From an optimization exercise on the open Yosys and OpenROAD flow, aimed at small area, a short achievable clock period and few clock cycles; shortcuts taken in it are not production practice.
Where RTL was checked, it was by simulation tests only, not by an equivalence proof against the original.
Power and IR drop assume default switching activity.

try-pepper:
==> flow/design.v (excerpt) <==
module SimpleCPU(clk, rst, data_fromRAM, wrEn, addr_toRAM, data_toRAM, pCounter);
export LEC_CHECK = 0
export ABC_AREA = 1
export CAP_MARGIN = 20
export CORE_MARGIN = 2
export CORE_UTILIZATION = 40
export CTS_BUF_LIST = sky130_fd_sc_hd__clkbuf_4 sky130_fd_sc_hd__clkbuf_8
export SETUP_SLACK_MARGIN = 3.1
export SLEW_MARGIN = 20
export SYNTH_HIERARCHICAL = 1
create_clock -name core_clock -period 7.0 [get_ports {clk}]
standard.sh (not shown) runs the stock make flow with config.mk's settings and CLKGATE_MAP_FILE= SYNTH_SCRIPT=/design/flow/synth_recipe.tcl, a recipe that flattens the netlist after the stock synthesis.
==> flow/flow/run.sh <==
#!/bin/bash
# The standard layout (the standard.sh), with two changes to how the
# resizer treats the port buffers: buffer_ports inserts buf_4 cells instead of
# its default delay-cell buffer, and sizing may swap a cell for one of another
# footprint, so that the port buffers can be sized for speed.
# Each tool's output goes to standard.log in this folder.
set -o pipefail
bash standard.sh MATCH_CELL_FOOTPRINT=0 "BUFFER_PORTS_ARGS=-buffer_cell sky130_fd_sc_hd__buf_4" finish > standard.log 2>&1
Testbench counts of try-pepper, summed over its fixed seeds: cycles 110,687.
What try-maple does differently from try-pepper at the input level:
- swapping 3.1 for 3.2 in SETUP_SLACK_MARGIN
diff --git a/flow/flow/run.sh b/flow/flow/run.sh
--- a/flow/flow/run.sh
+++ b/flow/flow/run.sh
@@ -3 +3 @@
-# resizer treats the port buffers: buffer_ports inserts buf_4 cells instead of
+# resizer treats the port buffers: buffer_ports inserts buf_1 cells instead of
@@ -8 +8 @@
-bash standard.sh MATCH_CELL_FOOTPRINT=0 "BUFFER_PORTS_ARGS=-buffer_cell sky130_fd_sc_hd__buf_4" finish > standard.log 2>&1
+bash standard.sh MATCH_CELL_FOOTPRINT=0 "BUFFER_PORTS_ARGS=-buffer_cell sky130_fd_sc_hd__buf_1" finish > standard.log 2>&1
==> run notes <==
Going from try-pepper to try-maple, total length of routed wires grew by 4.1%, post-placement cell count grew by 0.35%, largest incremental delay on the critical path shrank by 0.07 ns, total power density per cell area shrank by 0.98%, fraction of layout instances using a drive strength above 1 shrank by 1.0 points. Compared with try-pepper, try-maple is hungrier on power. Comparing final instance area for try-maple and try-pepper, the smaller number came from try-pepper. Combinational cell fraction of total power on try-maple is down relative to try-pepper. Summary of try-maple over try-pepper: area of combinational cells with multiple inputs moved up; static leakage level; worst setup slack level.
Setup changes, try-maple to try-zinc
- SETUP_SLACK_MARGIN: 3.2 -> 3.1
==> flow/run.sh (new file) <==
#!/bin/bash
# synth_recipe.tcl (not shown) runs the flow's synth.tcl, then flattens the netlist and writes it again
# the make line also repeats each setting of config.mk as NAME=value (left out here)
make -C /OpenROAD-flow-scripts/flow DESIGN_CONFIG=/design/flow/config.mk WORK_HOME=/design/flow/orfs CLKGATE_MAP_FILE= SYNTH_SCRIPT=/design/flow/synth_recipe.tcl finish
removed: flow/flow/run.sh
removed: flow/standard.sh
[summary]
try-zinc vs. try-maple: total length of routed wires saw an increase, post-layout utilization of the core saw an increase, clock network area share saw little to no change.
Looking at critical-path cell with the highest stage delay, the sky130_fd_sc_hd__clkbuf_4 result is from try-maple; the sky130_fd_sc_hd__nor2_4 one comes from try-zinc.
diff inputs: try-zinc => try-willow
- swapping 3.1 for 2.9 in SETUP_SLACK_MARGIN
Results
As far as post-route worst hold slack is concerned, try-zinc and try-willow perform about the same. Run comparison: try-zinc capturing element of the worst setup path addr_toRAM[4]; try-willow capturing element of the worst setup path W[11]$_DFF_P_. try-willow against try-zinc: detailed route wirelength on metal2 moved down; worst path arrival time moved up. Delta (try-willow minus try-zinc): setup slack on the worst flop-to-flop path lower; final period utilization saw an increase.

========
== the baseline ==
SimpleCPU, a different RTL version from the one above (not shown whole).
Size in the first run: ~74 flip-flops, roughly 8600 µm² of cells after synthesis.
Settings: LEC_CHECK=0, CAP_MARGIN=20, CORE_MARGIN=2, CORE_UTILIZATION=40, SETUP_SLACK_MARGIN=2.9, SLEW_MARGIN=20, SYNTH_HIERARCHICAL=1; clock period 7.0 ns.
run.sh (not shown) runs the stock make flow with config.mk's settings and CLKGATE_MAP_FILE= SYNTH_SCRIPT=/design/flow/synth_recipe.tcl, a recipe that flattens the netlist after the stock synthesis.
Stock flow here: none of the scripts above is used.
## Diff of input files: the candidate against the baseline
Settings: changing SETUP_SLACK_MARGIN from 2.9 to 3.3.
==> comparison <==
Any difference in source-to-sink clock delay at the later pin of the worst-skew pair between the baseline and the candidate is small enough to ignore. Worst hold slack across all endpoints across the candidate and the baseline: no real change. Run comparison: the candidate timing startpoint of the critical path data_fromRAM[0]; the baseline timing startpoint of the critical path data_fromRAM[11]. Diff the baseline -> the candidate | maximum clock skew at final layout | decrease of 5.3 ps. The candidate completed; timing, DRC and antenna clean. Against the baseline, maximum VDD drop in the candidate rose by more than a quarter. Looking at antenna cell count, the candidate sits above the baseline. In the candidate, the area taken by flip-flops and latches came out about 0.9% above the value in the baseline. Diff the baseline -> the candidate: via count rose about 2.1%; core utilization rose 2.2 points; clock power fell about 3%.
Function was not checked in any run of this note: the RTL went through the layout flow alone.

========
Another version of the RTL of SimpleCPU (not shown whole).
Size in the first run: ~55 I/O pins.
Design SimpleCPU, start of the top module:
module SimpleCPU(clk, rst, data_fromRAM, wrEn, addr_toRAM, data_toRAM, pCounter);
parameter SIZE = 10;
input clk, rst;
input wire [15:0] data_fromRAM;
output reg wrEn;
output reg [SIZE-1:0] addr_toRAM;
output wire [15:0] data_toRAM;
output reg [SIZE-1:0] pCounter;
localparam S_D = 3'd0;    
localparam S_E = 3'd1;    
localparam S_F = 3'd2;    
localparam S_R = 3'd3;    
localparam S_M = 3'd4;    
reg [2:0]  state, stateNext;
reg [2:0]  op, opNext;
reg [15:0] W, WNext;
reg [9:0]  S4, S4Next;      
reg        pend, pendNext;  
reg [15:0] Mreg;
reg [15:0] acc;
reg [1:0]  cnt, cntNext;
reg [9:0]  pcNext;
reg        sD, sI, sP1, sP, s4;
reg        sDn, sIn, sP1n, sPn, s4n;
wire inD = (state == S_D);
wire inE = (state == S_E);
wire inM = (state == S_M);
wire inF = (state == S_F);
wire inR = (state == S_R);
wire [15:0] I     = data_fromRAM;
wire [2:0]  iop   = I[15:13];
wire        azero = (I[12:0] == 13'd0);
wire [9:0]  pc1   = pCounter + 10'd1;
wire        Wz    = (W == 16'd0);
assign data_toRAM = W;
wire [15:0] M = data_fromRAM;
wire        sh_zero = (|M[15:5]) | (M[4] & ~|M[3:0]);
wire [15:0] Wrev, sh_in, sh_out, sh_rev;
genvar g;
generate for (g = 0; g < 16; g = g + 1) begin : rv
  assign Wrev[g] = W[15-g];
  assign sh_rev[g] = sh_out[15-g];
end endgenerate
assign sh_in  = M[4] ? Wrev : W;
assign sh_out = sh_in >> M[3:0];
wire [15:0] srl_res = sh_zero ? 16'd0 : (M[4] ? sh_rev : sh_out);
reg [15:0] alu;
always @* begin
  case (op)
    3'd0: alu = W + M;
    3'd1: alu = ~(W & M);
    3'd2: alu = srl_res;
    3'd3: alu = {15'd0, W < M};
    default: alu = M;
  endcase
end
  ...
Settings: LEC_CHECK=0, ABC_AREA=1, CAP_MARGIN=20, CORE_MARGIN=2, CORE_UTILIZATION=40, CTS_BUF_LIST=sky130_fd_sc_hd__clkbuf_4 sky130_fd_sc_hd__clkbuf_8, SETUP_SLACK_MARGIN=3.4, SLEW_MARGIN=20, SYNTH_HIERARCHICAL=1; clock period 7.0 ns.
standard.sh (not shown) runs the stock make flow with config.mk's settings and CLKGATE_MAP_FILE= SYNTH_SCRIPT=/design/flow/synth_recipe.tcl, a recipe that flattens the netlist after the stock synthesis.
==> flow/flow/run.sh <==
#!/bin/bash
# The standard layout (the standard.sh), with two changes to how the
# resizer treats the port buffers: buffer_ports inserts buf_2 cells instead of
# its default delay-cell buffer, and sizing may swap a cell for one of another
# footprint, so that the port buffers can be sized for speed.
# Each tool's output goes to standard.log in this folder.
set -o pipefail
bash standard.sh MATCH_CELL_FOOTPRINT=0 "BUFFER_PORTS_ARGS=-buffer_cell sky130_fd_sc_hd__buf_2" finish > standard.log 2>&1
Testbench counts at the start, summed over its fixed seeds: cycles 110,687.
==> next run, changes <==
- SETUP_SLACK_MARGIN: 3.4 -> 3.5
Clock power is about the same. Sequential power is about the same. Setup slack stays flat. Via count rises by 0.66%. Utilization hardly moves. Clock skew is about the same. Synthesized cell count does not change. Fmax stays flat. Die area does not change. Count of clock-buffer cells in the layout is unchanged. Power is about the same.
==> next run, changes <==
- SETUP_SLACK_MARGIN: 3.5 -> 3.3
Cell area decreases by 1.0%.
Utilization decreases by 0.46 points.
Final cell count decreases by 0.39%.
Maximum frequency increases by 0.42%.
Worst hold slack barely changes.
Sequential power stays flat.
Wire length decreases by 1.3%.
==> next run, changes <==
==> flow/flow/run.sh (replaced) <==
#!/bin/bash
# The standard layout (the standard.sh), with two changes to how the
# resizer treats the port buffers: buffer_ports inserts buf_4 cells instead of
# its default delay-cell buffer, and sizing may swap a cell for one of another
# footprint, so that the port buffers can be sized for speed.
# Each tool's output goes to standard.log in this folder.
set -o pipefail
bash standard.sh MATCH_CELL_FOOTPRINT=0 "BUFFER_PORTS_ARGS=-buffer_cell sky130_fd_sc_hd__buf_4" finish > standard.log 2>&1
After rerunning:
- total power rises slightly
- non-clock buffer count came out higher by 8
- combinational power stays flat
- cell area is higher slightly
==> next run, changes <==
==> flow/flow/run.sh (replaced) <==
#!/bin/bash
# The standard layout (the standard.sh), with two changes to how the
# resizer treats the port buffers: buffer_ports inserts buf_2 cells instead of
# its default delay-cell buffer, and sizing may swap a cell for one of another
# footprint, so that the port buffers can be sized for speed.
# Each tool's output goes to standard.log in this folder.
set -o pipefail
bash standard.sh MATCH_CELL_FOOTPRINT=0 "BUFFER_PORTS_ARGS=-buffer_cell sky130_fd_sc_hd__buf_2" finish > standard.log 2>&1
- SETUP_SLACK_MARGIN: 3.3 -> 3.2
Result: The new run finished with timing, DRC and antenna clean; synthesized area is unchanged; design area is lower by 3.7%; global-route usage is lower by 0.67 points; clock-buffer cell count does not change; final cell count is lower by 0.71%; power is lower by 2.1%; setup slack loses 0.059 ns; flip-flop and latch count stays the same; die area stays the same; non-clock buffer count is lower by 11; hold slack loses 0.0064 ns.

========
SimpleCPU with an RTL version that a note above also has.
Size in the first run: about 1200 cells after synthesis, ~55 I/O pins, about 7600 um^2 of cells after synthesis.
Settings: LEC_CHECK=0, ABC_AREA=1, CAP_MARGIN=20, CORE_MARGIN=2, CORE_UTILIZATION=40, SETUP_SLACK_MARGIN=3.1, SLEW_MARGIN=20, SYNTH_HIERARCHICAL=1; clock period 7.0 ns.
run.sh (not shown) runs the stock make flow with config.mk's settings and CLKGATE_MAP_FILE= SYNTH_SCRIPT=/design/flow/synth_recipe.tcl, a recipe that flattens the netlist after the stock synthesis.
Stock flow here: none of the scripts above is used.
Testbench counts at the start, summed over its fixed seeds: cycles 110,687.
Edit:
==> flow/flow/run.sh (new file) <==
#!/bin/bash
# The standard layout (the standard.sh), with two changes to how the
# resizer treats the port buffers: buffer_ports inserts buf_4 cells instead of
# its default delay-cell buffer, and sizing may swap a cell for one of another
# footprint, so that the port buffers can be sized for speed.
# Each tool's output goes to standard.log in this folder.
set -o pipefail
bash standard.sh MATCH_CELL_FOOTPRINT=0 "BUFFER_PORTS_ARGS=-buffer_cell sky130_fd_sc_hd__buf_4" finish > standard.log 2>&1
==> flow/standard.sh (new file) <==
#!/bin/bash
# synth_recipe.tcl (not shown) runs the flow's synth.tcl, then flattens the netlist and writes it again
# the make line also repeats each setting of config.mk as NAME=value (left out here)
make -C /OpenROAD-flow-scripts/flow DESIGN_CONFIG=/design/flow/config.mk WORK_HOME=/design/flow/orfs CLKGATE_MAP_FILE= SYNTH_SCRIPT=/design/flow/synth_recipe.tcl "${@:-finish}"
Settings changed: CTS_BUF_LIST set to sky130_fd_sc_hd__clkbuf_8, SETUP_SLACK_MARGIN 3.1 to 3.2.
removed: flow/run.sh
After rerunning: The new run completed without violations; via count went down by 2.6%; non-clock buffer count is lower by 18; design area came out lower by 5.3%; worst setup slack improved by 48 ps.
Edit:
==> flow/run.sh (new file) <==
#!/bin/bash
# synth_recipe.tcl (not shown) runs the flow's synth.tcl, then flattens the netlist and writes it again
# the make line also repeats each setting of config.mk as NAME=value (left out here)
make -C /OpenROAD-flow-scripts/flow DESIGN_CONFIG=/design/flow/config.mk WORK_HOME=/design/flow/orfs CLKGATE_MAP_FILE= SYNTH_SCRIPT=/design/flow/synth_recipe.tcl finish
Settings changed: CTS_BUF_LIST sky130_fd_sc_hd__clkbuf_8 to not set, SETUP_SLACK_MARGIN 3.2 to 2.9.
removed: flow/flow/run.sh
removed: flow/standard.sh
Effect:
- The changed run went through all stages and came out clean
- sequential power barely changes
- final area goes up by about 3.2%
- area after synthesis stays the same
- worst hold slack degrades by 11 ps
- clock skew goes down by 22 ps
- worst setup slack degrades by 130 ps
- first-iteration DRC count goes down by 0.36%
- routed wire length goes up by 4.0%
- count of clock-buffer cells in the layout is unchanged
- total power goes up by about 6%
- register-to-register slack degrades by 310 ps

========
## raven
The RTL this note starts from:
==> flow/design.v <==
`timescale 1ns / 1ps
module SimpleCPU(clk, rst, data_fromRAM, wrEn, addr_toRAM, data_toRAM, pCounter);
parameter SIZE = 10;
input clk, rst;
input wire [15:0] data_fromRAM;
output reg wrEn;
output reg [SIZE-1:0] addr_toRAM;
output wire [15:0] data_toRAM;
output reg [SIZE-1:0] pCounter;
localparam S_D = 3'd0;    
localparam S_E = 3'd1;    
localparam S_F = 3'd2;    
localparam S_R = 3'd3;    
localparam S_M = 3'd4;    
reg [2:0]  state, stateNext;
reg [2:0]  op, opNext;
reg [15:0] W, WNext;
reg [9:0]  S4, S4Next;      
reg        pend, pendNext;  
reg [15:0] Mreg;
reg [15:0] acc;
reg [1:0]  cnt, cntNext;
reg [9:0]  pcNext;
reg        sD, sI, sP1, sP, s4;
reg        sDn, sIn, sP1n, sPn, s4n;
wire [15:0] I     = data_fromRAM;
wire [2:0]  iop   = I[15:13];
wire        azero = (I[12:0] == 13'd0);
wire [9:0]  pc1   = pCounter + 10'd1;
wire        Wz    = (W == 16'd0);
assign data_toRAM = W;
wire [15:0] M = data_fromRAM;
wire        sh_zero = (|M[15:5]) | (M[4] & ~|M[3:0]);
wire [15:0] Wrev, sh_in, sh_out, sh_rev;
genvar g;
generate for (g = 0; g < 16; g = g + 1) begin : rv
  assign Wrev[g] = W[15-g];
  assign sh_rev[g] = sh_out[15-g];
end endgenerate
assign sh_in  = M[4] ? Wrev : W;
assign sh_out = sh_in >> M[3:0];
wire [15:0] srl_res = sh_zero ? 16'd0 : (M[4] ? sh_rev : sh_out);
reg [15:0] alu;
always @* begin
  case (op)
    3'd0: alu = W + M;
    3'd1: alu = ~(W & M);
    3'd2: alu = srl_res;
    3'd3: alu = {15'd0, W < M};
    default: alu = M;
  endcase
end
wire [3:0]  nib   = Mreg[15:12];
wire        blo   = Mreg[11];
wire [15:0] accs  = {acc[11:0], 4'd0};   
wire        one_l = nib[0] ^ blo;
wire        two_l = (nib[1] & ~nib[0] & ~blo) | (~nib[1] & nib[0] & blo);
wire        neg_l = nib[1];
wire        one_h = nib[2] ^ nib[1];
wire        two_h = (nib[3] & ~nib[2] & ~nib[1]) | (~nib[3] & nib[2] & nib[1]);
wire        neg_h = nib[3];
wire [15:0] Wx2   = {W[14:0], 1'b0};
wire [15:0] row_l = (({16{one_l}} & W) | ({16{two_l}} & Wx2)) ^ {16{neg_l}};
wire [15:0] row_h = ((({16{one_h}} & W) | ({16{two_h}} & Wx2)) ^ {16{neg_h}}) << 2;
wire [15:0] row_a = {accs[15:4], 1'b0, neg_h, 1'b0, neg_l};
wire [15:0] cs_s  = row_l ^ row_h ^ row_a;
wire [15:0] cs_c  = {((row_l[14:0] & row_h[14:0]) | (row_l[14:0] & row_a[14:0]) | (row_h[14:0] & row_a[14:0])), 1'b0};
wire [15:0] prod  = cs_s + cs_c;
wire inD = (state == S_D);
wire inE = (state == S_E);
wire inM = (state == S_M);
wire inF = (state == S_F);
wire inR = (state == S_R);
wire d_st  = (iop == 3'd6);
wire d_bz  = (iop == 3'd4);
wire [9:0] addr_w;
wire       wrEn_w;
SimpleCPU_bus u_bus (.I(I), .S4(S4), .pc(pCounter), .pc1(pc1), .eaq(sD), .rI(sI),
                     .p1q(sP1), .rP(sP), .r4(s4), .wq(~rst & sD & ~pend),
                     .addr(addr_w), .wrEn(wrEn_w));
always @* begin
  addr_toRAM = addr_w;
  wrEn       = wrEn_w;
end
always @(posedge clk) begin
  state    <= stateNext;
  pCounter <= pcNext;
  op       <= opNext;
  W        <= WNext;
  S4       <= S4Next;
  pend     <= pendNext;
  acc      <= inE ? 16'd0 : prod;
  cnt      <= cntNext;
  Mreg     <= inM ? {Mreg[11:0], 4'd0} : data_fromRAM;
  sD       <= sDn;
  sI       <= sIn;
  sP1      <= sP1n;
  sP       <= sPn;
  s4       <= s4n;
end
wire [9:0] ea_d = I[9:0] | ({10{azero}} & S4);
always @* begin
  stateNext = state;
  pcNext    = pCounter;
  opNext    = op;
  WNext     = pend ? prod : W;
  S4Next    = S4;
  pendNext  = 1'b0;
  cntNext   = 2'd0;
  sDn = 1'b0; sIn = 1'b0; sP1n = 1'b0; sPn = 1'b0; s4n = 1'b0;
  if (rst) begin
    stateNext = S_R;
    s4n       = 1'b1;
    pcNext    = 10'd0;
    if (inR) S4Next = I[9:0];
  end else begin
    case (state)
      S_R: begin                               
        S4Next    = I[9:0];
        stateNext = S_F;
        sPn       = 1'b1;
      end
      S_D: begin
        opNext = iop;
        if (d_st) begin                        
          stateNext = S_F;
          sPn       = 1'b1;
          if (!pend) begin                     
            pcNext = pc1;
            if (ea_d == 10'd4) S4Next = W[9:0];
          end
        end else if (d_bz && pend) begin       
          stateNext = S_F;
          sPn       = 1'b1;
        end else begin
          stateNext = S_E;
          sIn  = d_bz & Wz;                    
          sP1n = ~(d_bz & Wz) & (iop != 3'd7);
          sPn  = (iop == 3'd7);
        end
      end
      S_E: begin
        stateNext = S_D;
        sDn       = 1'b1;
        if (op == 3'd4) begin                  
          pcNext = Wz ? M[9:0] : pc1;
        end else if (op == 3'd7) begin         
          stateNext = S_M;
          sDn       = 1'b0;
          sPn       = 1'b1;
        end else begin
          WNext  = alu;
          pcNext = pc1;
        end
      end
      S_M: begin
        cntNext = cnt + 2'd1;
        sP1n    = (cnt == 2'd1);
        sPn     = (cnt == 2'd0);
        if (cnt == 2'd2) begin                 
          pcNext    = pc1;
          pendNext  = 1'b1;
          stateNext = S_D;
          sDn       = 1'b1;
        end
      end
      default: begin                           
        stateNext = S_D;
        sDn       = 1'b1;
      end
    endcase
  end
end
endmodule
module SimpleCPU_bus(I, S4, pc, pc1, eaq, rI, p1q, rP, r4, wq, addr, wrEn);
input  [15:0] I;
input  [9:0]  S4, pc, pc1;
input         eaq, rI, p1q, rP, r4, wq;
output [9:0]  addr;
output        wrEn;
wire azero = (I[12:0] == 13'd0);
assign addr = ({10{eaq}} & (I[9:0] | ({10{azero}} & S4)))
            | ({10{rI}} & I[9:0])
            | ({10{p1q}} & pc1)
            | ({10{rP}} & pc)
            | {7'd0, r4, 2'd0};
assign wrEn = wq & (I[15:13] == 3'd6);
endmodule
==> flow/config.mk <==
export PLATFORM = sky130hd
export DESIGN_NAME = SimpleCPU
export DESIGN_NICKNAME = SimpleCPU
export VERILOG_FILES = /design/flow/design.v
export SDC_FILE = /design/flow/constraint.sdc
export NUM_CORES = 4
export LEC_CHECK = 0
export ABC_AREA = 1
export CAP_MARGIN = 20
export CORE_MARGIN = 2
export CORE_UTILIZATION = 40
export SETUP_SLACK_MARGIN = 3.2
export SLEW_MARGIN = 20
export SYNTH_HIERARCHICAL = 1
==> flow/constraint.sdc <==
create_clock -name core_clock -period 7.0 [get_ports {clk}]
set_input_delay 1.4000 -clock core_clock [delete_from_list [all_inputs] [get_ports {clk}]]
set_output_delay 1.4000 -clock core_clock [all_outputs]
set_load 0.01 [all_outputs]
standard.sh (not shown) runs the stock make flow with config.mk's settings and CLKGATE_MAP_FILE= SYNTH_SCRIPT=/design/flow/synth_recipe.tcl, a recipe that flattens the netlist after the stock synthesis.
==> flow/flow/run.sh <==
#!/bin/bash
# The standard layout (the standard.sh), with two changes to how the
# resizer treats the port buffers: buffer_ports inserts buf_4 cells instead of
# its default delay-cell buffer, and sizing may swap a cell for one of another
# footprint, so that the port buffers can be sized for speed.
# Each tool's output goes to standard.log in this folder.
set -o pipefail
bash standard.sh MATCH_CELL_FOOTPRINT=0 "BUFFER_PORTS_ARGS=-buffer_cell sky130_fd_sc_hd__buf_4" finish > standard.log 2>&1
No stage failed in raven, and the final checks on the layout all came back clean.
Testbench counts of raven, summed over its fixed seeds: cycles 110,687.
The inputs of yarrow differ from those of raven as listed below.
# raven
export LEC_CHECK = 0
export ABC_AREA = 1
export CAP_MARGIN = 20
export CORE_MARGIN = 2
export CORE_UTILIZATION = 40
export SETUP_SLACK_MARGIN = 3.2
export SLEW_MARGIN = 20
export SYNTH_HIERARCHICAL = 1
create_clock -name core_clock -period 7.0 [get_ports {clk}]
# yarrow
export LEC_CHECK = 0
export CAP_MARGIN = 20
export CORE_MARGIN = 2
export CORE_UTILIZATION = 40
export CTS_BUF_LIST = sky130_fd_sc_hd__clkbuf_4 sky130_fd_sc_hd__clkbuf_8
export SETUP_SLACK_MARGIN = 2.9
export SLEW_MARGIN = 20
export SYNTH_HIERARCHICAL = 1
create_clock -name core_clock -period 7.0 [get_ports {clk}]
==> flow/run.sh (new file) <==
#!/bin/bash
# synth_recipe.tcl (not shown) runs the flow's synth.tcl, then flattens the netlist and writes it again
# the make line also repeats each setting of config.mk as NAME=value (left out here)
make -C /OpenROAD-flow-scripts/flow DESIGN_CONFIG=/design/flow/config.mk WORK_HOME=/design/flow/orfs CLKGATE_MAP_FILE= SYNTH_SCRIPT=/design/flow/synth_recipe.tcl finish
removed: flow/flow/run.sh
removed: flow/standard.sh
Notes after the runs:
- Area share of buffers outside the clock network: yarrow vs raven up 1.1 points
- Compared with raven, in yarrow XOR/XNOR share of the synthesized area went down; combinational share of power went up; final cell count went down.
- In the reports for yarrow and raven, the larger smallest setup slack after layout belongs to raven.
- Summary of yarrow over raven: post-synthesis simple-gate area fraction dropped 9.2 points, leakage power figure lower, worst-path maximum fanout shows an increase of 23.
- yarrow ended up with addr_toRAM[9] as its endpoint of the worst setup timing path; raven ended up with addr_toRAM[6].
- yarrow: fraction of area in multi-input gates is 5.1 points higher than what raven reported.
- Summary of yarrow over raven: shortest clock period the worst path allows after layout higher; final net count lower.
Edits applied to the flow inputs when going from yarrow to quartz:
# yarrow
export LEC_CHECK = 0
export CAP_MARGIN = 20
export CORE_MARGIN = 2
export CORE_UTILIZATION = 40
export CTS_BUF_LIST = sky130_fd_sc_hd__clkbuf_4 sky130_fd_sc_hd__clkbuf_8
export SETUP_SLACK_MARGIN = 2.9
export SLEW_MARGIN = 20
export SYNTH_HIERARCHICAL = 1
create_clock -name core_clock -period 7.0 [get_ports {clk}]
# quartz
export LEC_CHECK = 0
export ABC_AREA = 1
export CAP_MARGIN = 20
export CORE_MARGIN = 2
export CORE_UTILIZATION = 40
export CTS_BUF_LIST = sky130_fd_sc_hd__clkbuf_4 sky130_fd_sc_hd__clkbuf_8
export SETUP_SLACK_MARGIN = 3.4
export SLEW_MARGIN = 20
export SYNTH_HIERARCHICAL = 1
create_clock -name core_clock -period 7.0 [get_ports {clk}]
==> flow/flow/run.sh (new file) <==
#!/bin/bash
# The standard layout (the standard.sh), with two changes to how the
# resizer treats the port buffers: buffer_ports inserts buf_4 cells instead of
# its default delay-cell buffer, and sizing may swap a cell for one of another
# footprint, so that the port buffers can be sized for speed.
# Each tool's output goes to standard.log in this folder.
set -o pipefail
bash standard.sh MATCH_CELL_FOOTPRINT=0 "BUFFER_PORTS_ARGS=-buffer_cell sky130_fd_sc_hd__buf_4" finish > standard.log 2>&1
==> flow/standard.sh (new file) <==
#!/bin/bash
# synth_recipe.tcl (not shown) runs the flow's synth.tcl, then flattens the netlist and writes it again
# the make line also repeats each setting of config.mk as NAME=value (left out here)
make -C /OpenROAD-flow-scripts/flow DESIGN_CONFIG=/design/flow/config.mk WORK_HOME=/design/flow/orfs CLKGATE_MAP_FILE= SYNTH_SCRIPT=/design/flow/synth_recipe.tcl "${@:-finish}"
removed: flow/run.sh
## What came out
- quartz finished every step from synthesis to the final layout, and the layout passed the timing, DRC and antenna checks.
- The placed cell count in quartz was higher than what yarrow gave.
- quartz vs. yarrow: actual slew at the worst max-slew pin went up by 0.027 ns.
- Setup slack: quartz more than yarrow
- [quartz] cell area fell 4.3% relative to yarrow
- For the total power, quartz came in about 5% lower than yarrow did.
- | worst hold slack | quartz vs yarrow | worse |
Setup changes, quartz to ember
# quartz
export LEC_CHECK = 0
export ABC_AREA = 1
export CAP_MARGIN = 20
export CORE_MARGIN = 2
export CORE_UTILIZATION = 40
export CTS_BUF_LIST = sky130_fd_sc_hd__clkbuf_4 sky130_fd_sc_hd__clkbuf_8
export SETUP_SLACK_MARGIN = 3.4
export SLEW_MARGIN = 20
export SYNTH_HIERARCHICAL = 1
create_clock -name core_clock -period 7.0 [get_ports {clk}]
# ember
export LEC_CHECK = 0
export CAP_MARGIN = 20
export CORE_MARGIN = 2
export CORE_UTILIZATION = 40
export SETUP_SLACK_MARGIN = 2.9
export SLEW_MARGIN = 20
export SYNTH_HIERARCHICAL = 1
create_clock -name core_clock -period 7.0 [get_ports {clk}]
==> flow/run.sh (new file) <==
#!/bin/bash
# synth_recipe.tcl (not shown) runs the flow's synth.tcl, then flattens the netlist and writes it again
# the make line also repeats each setting of config.mk as NAME=value (left out here)
make -C /OpenROAD-flow-scripts/flow DESIGN_CONFIG=/design/flow/config.mk WORK_HOME=/design/flow/orfs CLKGATE_MAP_FILE= SYNTH_SCRIPT=/design/flow/synth_recipe.tcl finish
removed: flow/flow/run.sh
removed: flow/standard.sh
Findings:
- quartz → ember: combinational group share of total power moved down, shortest period the worst path allows moved up, total area of multi-input combinational cells moved up.
- quartz ended up with met2 as its most utilized layer in the global route result; ember ended up with met1.
Relative to ember, the following input files were edited for harbor:
# ember
export LEC_CHECK = 0
export CAP_MARGIN = 20
export CORE_MARGIN = 2
export CORE_UTILIZATION = 40
export SETUP_SLACK_MARGIN = 2.9
export SLEW_MARGIN = 20
export SYNTH_HIERARCHICAL = 1
create_clock -name core_clock -period 7.0 [get_ports {clk}]
# harbor
export LEC_CHECK = 0
export ABC_AREA = 1
export CAP_MARGIN = 20
export CORE_MARGIN = 2
export CORE_UTILIZATION = 40
export CTS_BUF_LIST = sky130_fd_sc_hd__clkbuf_4 sky130_fd_sc_hd__clkbuf_8
export SETUP_SLACK_MARGIN = 3.3
export SLEW_MARGIN = 20
export SYNTH_HIERARCHICAL = 1
create_clock -name core_clock -period 7.0 [get_ports {clk}]
==> flow/flow/run.sh (new file) <==
#!/bin/bash
# The standard layout (the standard.sh), with two changes to how the
# resizer treats the port buffers: buffer_ports inserts buf_4 cells instead of
# its default delay-cell buffer, and sizing may swap a cell for one of another
# footprint, so that the port buffers can be sized for speed.
# Each tool's output goes to standard.log in this folder.
set -o pipefail
bash standard.sh MATCH_CELL_FOOTPRINT=0 "BUFFER_PORTS_ARGS=-buffer_cell sky130_fd_sc_hd__buf_4" finish > standard.log 2>&1
==> flow/standard.sh (new file) <==
#!/bin/bash
# synth_recipe.tcl (not shown) runs the flow's synth.tcl, then flattens the netlist and writes it again
# the make line also repeats each setting of config.mk as NAME=value (left out here)
make -C /OpenROAD-flow-scripts/flow DESIGN_CONFIG=/design/flow/config.mk WORK_HOME=/design/flow/orfs CLKGATE_MAP_FILE= SYNTH_SCRIPT=/design/flow/synth_recipe.tcl "${@:-finish}"
removed: flow/run.sh
--- outcome ---
The run with more setup slack is harbor; ember has less.
The run showing the smaller clock power is harbor.
harbor vs. ember: total detailed-routing wirelength down 1.2%, cell-internal power went down, die boundary height shows a reduction of about 2.4%, share of the final layout cell area in multi-input gates moved down.

## re-timing with driven ports
In the flow no input, the clock included, has a driving cell. The finished layouts below were timed again as built, in two steps. Step 1, drivers: a clkbuf_16 drives clk and a buf_2 each remaining input, both assumed. Step 2 adds t to the input delays and takes it off the output delays; t is the mean of the earliest and latest rising clock arrival at the registers after step 1. Input paths then give back, and output paths get back, about the clock's delay inside the block. Three values: no drivers, after step 1, after step 2; two values: the first two.
| run | t, ns | slack for setup (ns) | worst slew at a driven data input, ns |
|---|---|---|---|
| try-pepper | 0.421 | 3.133 / 3.112 / 2.919 | 0.06 |
| try-maple | 0.419 | 3.131 / 3.109 / 2.857 | 0.05 |
| try-zinc | 0.421 | 3.129 / 3.090 / 3.016 | 0.05 |
| try-willow | 0.417 | 3.030 / 3.004 / 2.859 | 0.03 |
| the baseline | 0.396 | 2.962 / 2.917 / 2.725 | 0.03 |
| the candidate | 0.391 | 3.009 / 2.971 / 2.888 | 0.07 |
| the first run of note 3 | 0.418 | 3.330 / 3.289 / 3.263 | 0.07 |
| the second run of note 3 | 0.414 | 3.332 / 3.283 / 3.283 | 0.07 |
| the third run of note 3 | 0.416 | 3.347 / 3.301 / 3.073 | 0.07 |
| the fourth run of note 3 | 0.423 | 3.302 / 3.264 / 3.154 | 0.07 |
| the fifth run of note 3 | 0.412 | 3.243 / 3.224 / 3.162 | 0.04 |
| the first run of note 4 | 0.401 | 3.109 / 3.070 / 2.996 | 0.05 |
| the second run of note 4 | 0.424 | 3.156 / 3.133 / 3.052 | 0.05 |
| the third run of note 4 | 0.400 | 3.030 / 3.016 / 2.903 | 0.04 |
| raven | 0.405 | 3.168 / 3.144 / 3.116 | 0.05 |
| yarrow | 0.427 | 2.951 / 2.911 / 2.836 | 0.05 |
| quartz | 0.419 | 3.156 / 3.132 / 3.132 | 0.05 |
| ember | 0.396 | 2.940 / 2.919 / 2.732 | 0.04 |
| harbor | 0.422 | 3.170 / 3.142 / 3.114 | 0.05 |
After both steps setup and hold are still met in every run listed.
